What follows belongs to an exercise in optimizing a design on an open flow for small area, a short achievable clock period and few clock cycles; a production flow would make more cautious choices.
The RTL was checked by simulation tests, not by an equivalence proof against the original design.
The clock input has no modelled driver; a real chip could not lean on it and would need a root buffer or a full tree.
No activity file was given, so power comes from the tool's default toggle rates.

## rv_top
module rv_top (
    input               clk_i,
    input               rst_ni,
    output logic [31:0] addr_o,
    input        [31:0] instr_i,
    input        [31:0] data_i,
    output logic        data_we_o,
    output logic [31:0] data_o,
    output logic [31:0] data_addr_o
);
    logic [11:1] pc_f;           
    logic        v_d;            
    logic [31:0] ir_d;           
    logic [11:1] pc_d;           
    logic        byp_a_d;        
    logic        byp_b_d;        
    logic        imm_d;          
    logic        v_e;
    logic        wr_e, ld_e, st_e, br_e;
    logic        add_e, sub_e, and_e, or_e, lui_e;
    logic [3:0]  fa_e, fb_e;     
    logic [ 4:0] rd_e;
    logic [31:0] a_e, b_e;       
    logic [11:0] simm_e;         
    logic [11:1] tgt_e;
    logic        wr_m, ld_m, st_m;
    logic [ 4:0] rd_m;
    logic [31:0] res_m, s_m;
    logic [31:0] addr_m;         
    logic        stall_d;        
    logic        redir_e;        
    assign addr_o = {20'b0, pc_f, 1'b0};
    logic [11:1] tgt_f;
    rv_add11 u_tgt_f (
        .a_i ( pc_f ),
        .b_i ( {instr_i[7], instr_i[30:25], instr_i[11:8]} ),
        .s_o ( tgt_f )
    );
    logic        btb_v;
    logic [11:1] btb_pc, btb_tgt;
    logic [11:1] seq_f;
    logic        hit_f;
    logic        jmp_d;
    logic [11:1] tgt_d;
    assign seq_f = pc_f + 11'd2;
    assign hit_f = btb_v & (seq_f == btb_pc);
    always_ff @(posedge clk_i) begin
        if (!rst_ni) begin
            btb_v <= 1'b0;
        end else if (v_d && jmp_d) begin
            btb_v <= 1'b1;
        end
    end
    always_ff @(posedge clk_i) begin
        if (v_d && jmp_d) begin
            btb_pc  <= pc_d;
            btb_tgt <= tgt_d;
        end
    end
    logic [11:1] e2_f, e1_f, e0_f, next_f;
    always_comb begin
        if (stall_d)      e2_f = pc_d;
        else if (hit_f)   e2_f = btb_tgt;
        else              e2_f = seq_f;
  ...
clock: 12.0 ns
lec_check: 0
cap_margin: 20
core_margin: 2
core_utilization: 30
setup_slack_margin: 0.5
slew_margin: 20
synth_hierarchical: 1
synth_minimum_keep_size: 0
standard.sh (not shown) runs the stock make flow with config.mk's settings and CLKGATE_MAP_FILE= SYNTH_SCRIPT=/design/flow/synth_recipe.tcl, a recipe that flattens the netlist after the stock synthesis.
==> flow/flow/run.sh <==
#!/bin/bash
# Layout flow: the standard flow (standard.sh: ORFS synthesis through
# final layout, unchanged constraints), with these settings changed:
#  - repair_timing is asked for a larger setup margin, so it keeps improving
#    paths beyond the 12 ns clock (the SDC and the clock are unchanged);
#  - clock tree synthesis clusters up to 25 flip-flops per leaf buffer and
#    inserts no dummy loads, which makes a smaller tree, from buf_12 cells;
#  - flow/cts_hook.tcl removes the tree's root buffer, so the clock port
#    drives the four first-level buffers directly;
#  - the input and output ports are buffered with buf_4 cells (the standard flow's flow
#    picks a delay cell for them).
# Each tool's output goes to the ORFS logs under orfs/logs/; the make output
# goes to standard.log in this folder.
set -e
bash standard.sh \
  SETUP_SLACK_MARGIN=8.7 \
  "CTS_ARGS=-sink_clustering_enable -repair_clock_nets -dont_use_dummy_load -buf_list sky130_fd_sc_hd__buf_12 -sink_clustering_size 25 -sink_clustering_max_diameter 100" \
  PRE_CTS_TCL=$PWD/flow/cts_hook.tcl \
  "BUFFER_PORTS_ARGS=-buffer_cell sky130_fd_sc_hd__buf_4" \
  finish > standard.log 2>&1
==> flow/flow/cts_hook.tcl <==
rename clock_tree_synthesis orig_clock_tree_synthesis
proc clock_tree_synthesis { args } {
  orig_clock_tree_synthesis {*}$args
  set block [ord::get_db_block]
  set port [$block findBTerm clk_i]
  if { $port == "NULL" } { puts "cts_hook: no clk_i port"; return }
  set pnet [$port getNet]
  set pins [$pnet getITerms]
  if { [llength $pins] != 1 } {
    puts "cts_hook: clk_i drives [llength $pins] pins, tree left as built"
    return
  }
  set root [[lindex $pins 0] getInst]
  set onet ""
  foreach it [$root getITerms] {
    if { [$it isOutputSignal] } { set onet [$it getNet] }
  }
  if { $onet == "" || $onet == "NULL" } { puts "cts_hook: root has no output net"; return }
  set loads {}
  foreach it [$onet getITerms] {
    if { [$it getInst] != $root } { lappend loads $it }
  }
  if { [llength $loads] > 4 || [llength $loads] == 0 || [llength [$onet getBTerms]] > 0 } {
    puts "cts_hook: root [$root getName] drives [llength $loads] pins, tree left as built"
    return
  }
  foreach it $loads {
    puts "cts_hook: [[$it getInst] getName] now driven by clk_i"
    $it disconnect
    $it connect $pnet
  }
  puts "cts_hook: removed root buffer [$root getName] ([[$root getMaster] getName])"
  odb::dbInst_destroy $root
  odb::dbNet_destroy $onet
}
Testbench counts at the start, summed over its fixed seeds: cycles 62,844.
Next try:
Settings changed: TNS_END_PERCENT set to 30.
Global-route usage barely changes; register-to-register slack loses 0.19 ns; synthesized area does not change; sequential cell count is unchanged; fmax shrinks by 2.7%; clock power stays flat; setup slack degrades by 0.093 ns; cell area fell by about 0.45%; synthesized cell count stays the same.

* * *

== v58 ==
Another version of the RTL of rv_top (not shown whole).
Size in the first run: ~1,300 flip-flops, about 160 I/O pins, roughly 0.054 sq mm of cells after synthesis.
export LEC_CHECK = 0
export CAP_MARGIN = 20
export CORE_MARGIN = 2
export CORE_UTILIZATION = 30
export SETUP_SLACK_MARGIN = 0.5
export SLEW_MARGIN = 20
export SYNTH_HIERARCHICAL = 1
export SYNTH_MINIMUM_KEEP_SIZE = 0
create_clock -name core_clock -period 12.0 [get_ports {clk_i}]
==> flow/flow/run.sh <==
#!/bin/bash
# Layout flow: the standard flow (standard.sh: ORFS synthesis through
# final layout, unchanged constraints), with these settings changed:
#  - repair_timing is asked for a larger setup margin, so it keeps improving
#    paths beyond the 12 ns clock (the SDC and the clock are unchanged);
#  - clock tree synthesis clusters up to 25 flip-flops per leaf buffer and
#    inserts no dummy loads, which makes a smaller tree;
#  - flow/cts_hook.tcl removes the tree's root buffer, so the clock port
#    drives the four first-level buffers directly;
#  - the input and output ports are buffered with buf_4 cells (the standard flow's flow
#    picks a delay cell for them).
# Each tool's output goes to the ORFS logs under orfs/logs/; the make output
# goes to standard.log in this folder.
set -e
bash standard.sh \
  SETUP_SLACK_MARGIN=8.6 \
  "CTS_ARGS=-sink_clustering_enable -repair_clock_nets -dont_use_dummy_load -buf_list sky130_fd_sc_hd__clkbuf_16 -sink_clustering_size 25 -sink_clustering_max_diameter 100" \
  PRE_CTS_TCL=$PWD/flow/cts_hook.tcl \
  "BUFFER_PORTS_ARGS=-buffer_cell sky130_fd_sc_hd__buf_4" \
  finish > standard.log 2>&1
Scripts as last shown in full above: flow/flow/cts_hook.tcl
Testbench counts of v58, summed over its fixed seeds: cycles 62,844.
Setup changes, v58 to v42
-- flow/flow/run.sh --
<<< v58, line 6
#  - clock tree synthesis clusters up to 25 flip-flops per leaf buffer and
#    inserts no dummy loads, which makes a smaller tree;
#  - flow/cts_hook.tcl removes the tree's root buffer, so the clock port
>>> v42, line 6
#  - clock tree synthesis clusters up to 25 flip-flops per leaf buffer and
#    inserts no dummy loads, which makes a smaller tree, from buf_12 cells;
#  - flow/cts_hook.tcl removes the tree's root buffer, so the clock port
<<< v58, line 15
bash standard.sh \
  SETUP_SLACK_MARGIN=8.6 \
  "CTS_ARGS=-sink_clustering_enable -repair_clock_nets -dont_use_dummy_load -buf_list sky130_fd_sc_hd__clkbuf_16 -sink_clustering_size 25 -sink_clustering_max_diameter 100" \
  PRE_CTS_TCL=$PWD/flow/cts_hook.tcl \
>>> v42, line 15
bash standard.sh \
  SETUP_SLACK_MARGIN=8.7 \
  "CTS_ARGS=-sink_clustering_enable -repair_clock_nets -dont_use_dummy_load -buf_list sky130_fd_sc_hd__buf_12 -sink_clustering_size 25 -sink_clustering_max_diameter 100" \
  PRE_CTS_TCL=$PWD/flow/cts_hook.tcl \
## What came out
Diff v58 -> v42: cell area increased by about 0.6% relative to the old numbers; total power closely matched the old numbers.
v58 has a higher total number of cells along the worst setup path than v42.
#### Input delta (v37 over v42)
==> flow/flow/run.sh <==
#!/bin/bash
# Layout flow: the standard flow (standard.sh: ORFS synthesis through
# final layout, unchanged constraints), with these settings changed:
#  - repair_timing is asked for a larger setup margin, so it keeps improving
#    paths beyond the 12 ns clock (the SDC and the clock are unchanged);
#  - clock tree synthesis clusters up to 25 flip-flops per leaf buffer and
#    inserts no dummy loads, which makes a smaller tree;
#  - flow/cts_hook.tcl removes the tree's root buffer, so the clock port
#    drives the four first-level buffers directly.
# Each tool's output goes to the ORFS logs under orfs/logs/; the make output
# goes to standard.log in this folder.
set -e
bash standard.sh \
  SETUP_SLACK_MARGIN=8.7 \
  "CTS_ARGS=-sink_clustering_enable -repair_clock_nets -dont_use_dummy_load -buf_list sky130_fd_sc_hd__clkbuf_16 -sink_clustering_size 25 -sink_clustering_max_diameter 100" \
  PRE_CTS_TCL=$PWD/flow/cts_hook.tcl \
  finish > standard.log 2>&1
### Flow results
v37 and v42 ended up with nearly the same synthesized area. From v42 to v37 the numbers moved as follows: met2 routing resource usage after global routing now sits higher, final cell count now sits at about the same level, boundary pin count now sits at about the same level, post-route cell area now sits higher. v37 reached the end of the flow, and the finished layout is clean on the timing, design-rule and antenna checks. v37 gives more layout overhead on the synthesized area than v42 did. In v37, the final worst setup slack came out 0.024 ns below the value in v42. Wire: v37 routes more than v42. | count of antenna diodes in the layout | v37 vs v42 | 7 higher |.
For v25, these inputs were changed with respect to v37:
# v37
export LEC_CHECK = 0
export CAP_MARGIN = 20
export CORE_MARGIN = 2
export CORE_UTILIZATION = 30
export SETUP_SLACK_MARGIN = 0.5
export SLEW_MARGIN = 20
export SYNTH_HIERARCHICAL = 1
export SYNTH_MINIMUM_KEEP_SIZE = 0
create_clock -name core_clock -period 12.0 [get_ports {clk_i}]
# v25
export LEC_CHECK = 0
export CAP_MARGIN = 20
export CORE_MARGIN = 2
export CORE_UTILIZATION = 40
export SETUP_SLACK_MARGIN = 0.5
export SLEW_MARGIN = 20
export SYNTH_HIERARCHICAL = 1
export SYNTH_MINIMUM_KEEP_SIZE = 0
create_clock -name core_clock -period 12.0 [get_ports {clk_i}]
Notes after the runs:
NOTE detail-routed net length per standard cell v37->v25 increased by a little under 10%
Going from v37 to v25, number of DRC markers after the initial detailed-route iteration has increased, sequential share of layout area grew by 0.79 points, synthesized-area fraction occupied by adder cells flat, non-filler instance count after layout went down by about 10%.
Diff v37 -> v25 | power | down slightly
v37 reports its destination of the critical timing path as data_o[11] while v25 reports b_e[14].
Where wire length of the first global-routing pass is concerned, v37 is outperformed by v25.

## separate check: timing with driven ports
How much do the figures lean on ideal ports? The routed layouts below were timed once more, with nothing changed but the port constraints.
Step 1 sets driving cells, clkbuf_16 on the clock port and buf_2 on the other inputs (assumed; they add their load-dependent delay and slew).
Step 2 adds t to the input delays and takes it off the output delays; t is the mean of the earliest and latest rising clock arrival at the registers after step 1. Input paths then give back, and output paths get back, about the clock's delay inside the block.
Three values: no drivers, after step 1, after step 2; two values: the first two.
run	t (ns)	setup slack, ns	worst setup path at the end	latest minus earliest clock arrival (ns)
the first run of note 1	0.567	8.652 / 8.510 / 8.285	input to register	0.073 / 0.073
the second run of note 1	0.585	8.558 / 8.415 / 8.164	input to register	0.060 / 0.060
v58	0.670	8.519 / 8.350 / 7.961	input to register	0.153 / 0.154
v42	0.628	8.633 / 8.469 / 8.158	input to register	0.106 / 0.106
v37	0.668	8.609 / 8.440 / 8.135	input to register	0.094 / 0.094
v25	0.657	8.591 / 8.479 / 8.056	input to register	0.099 / 0.099
After both steps every run listed still meets setup and hold. For v58, which loses most, drivers alone change the setup slack by -0.169 ns; drivers and shift together by -0.558 ns.
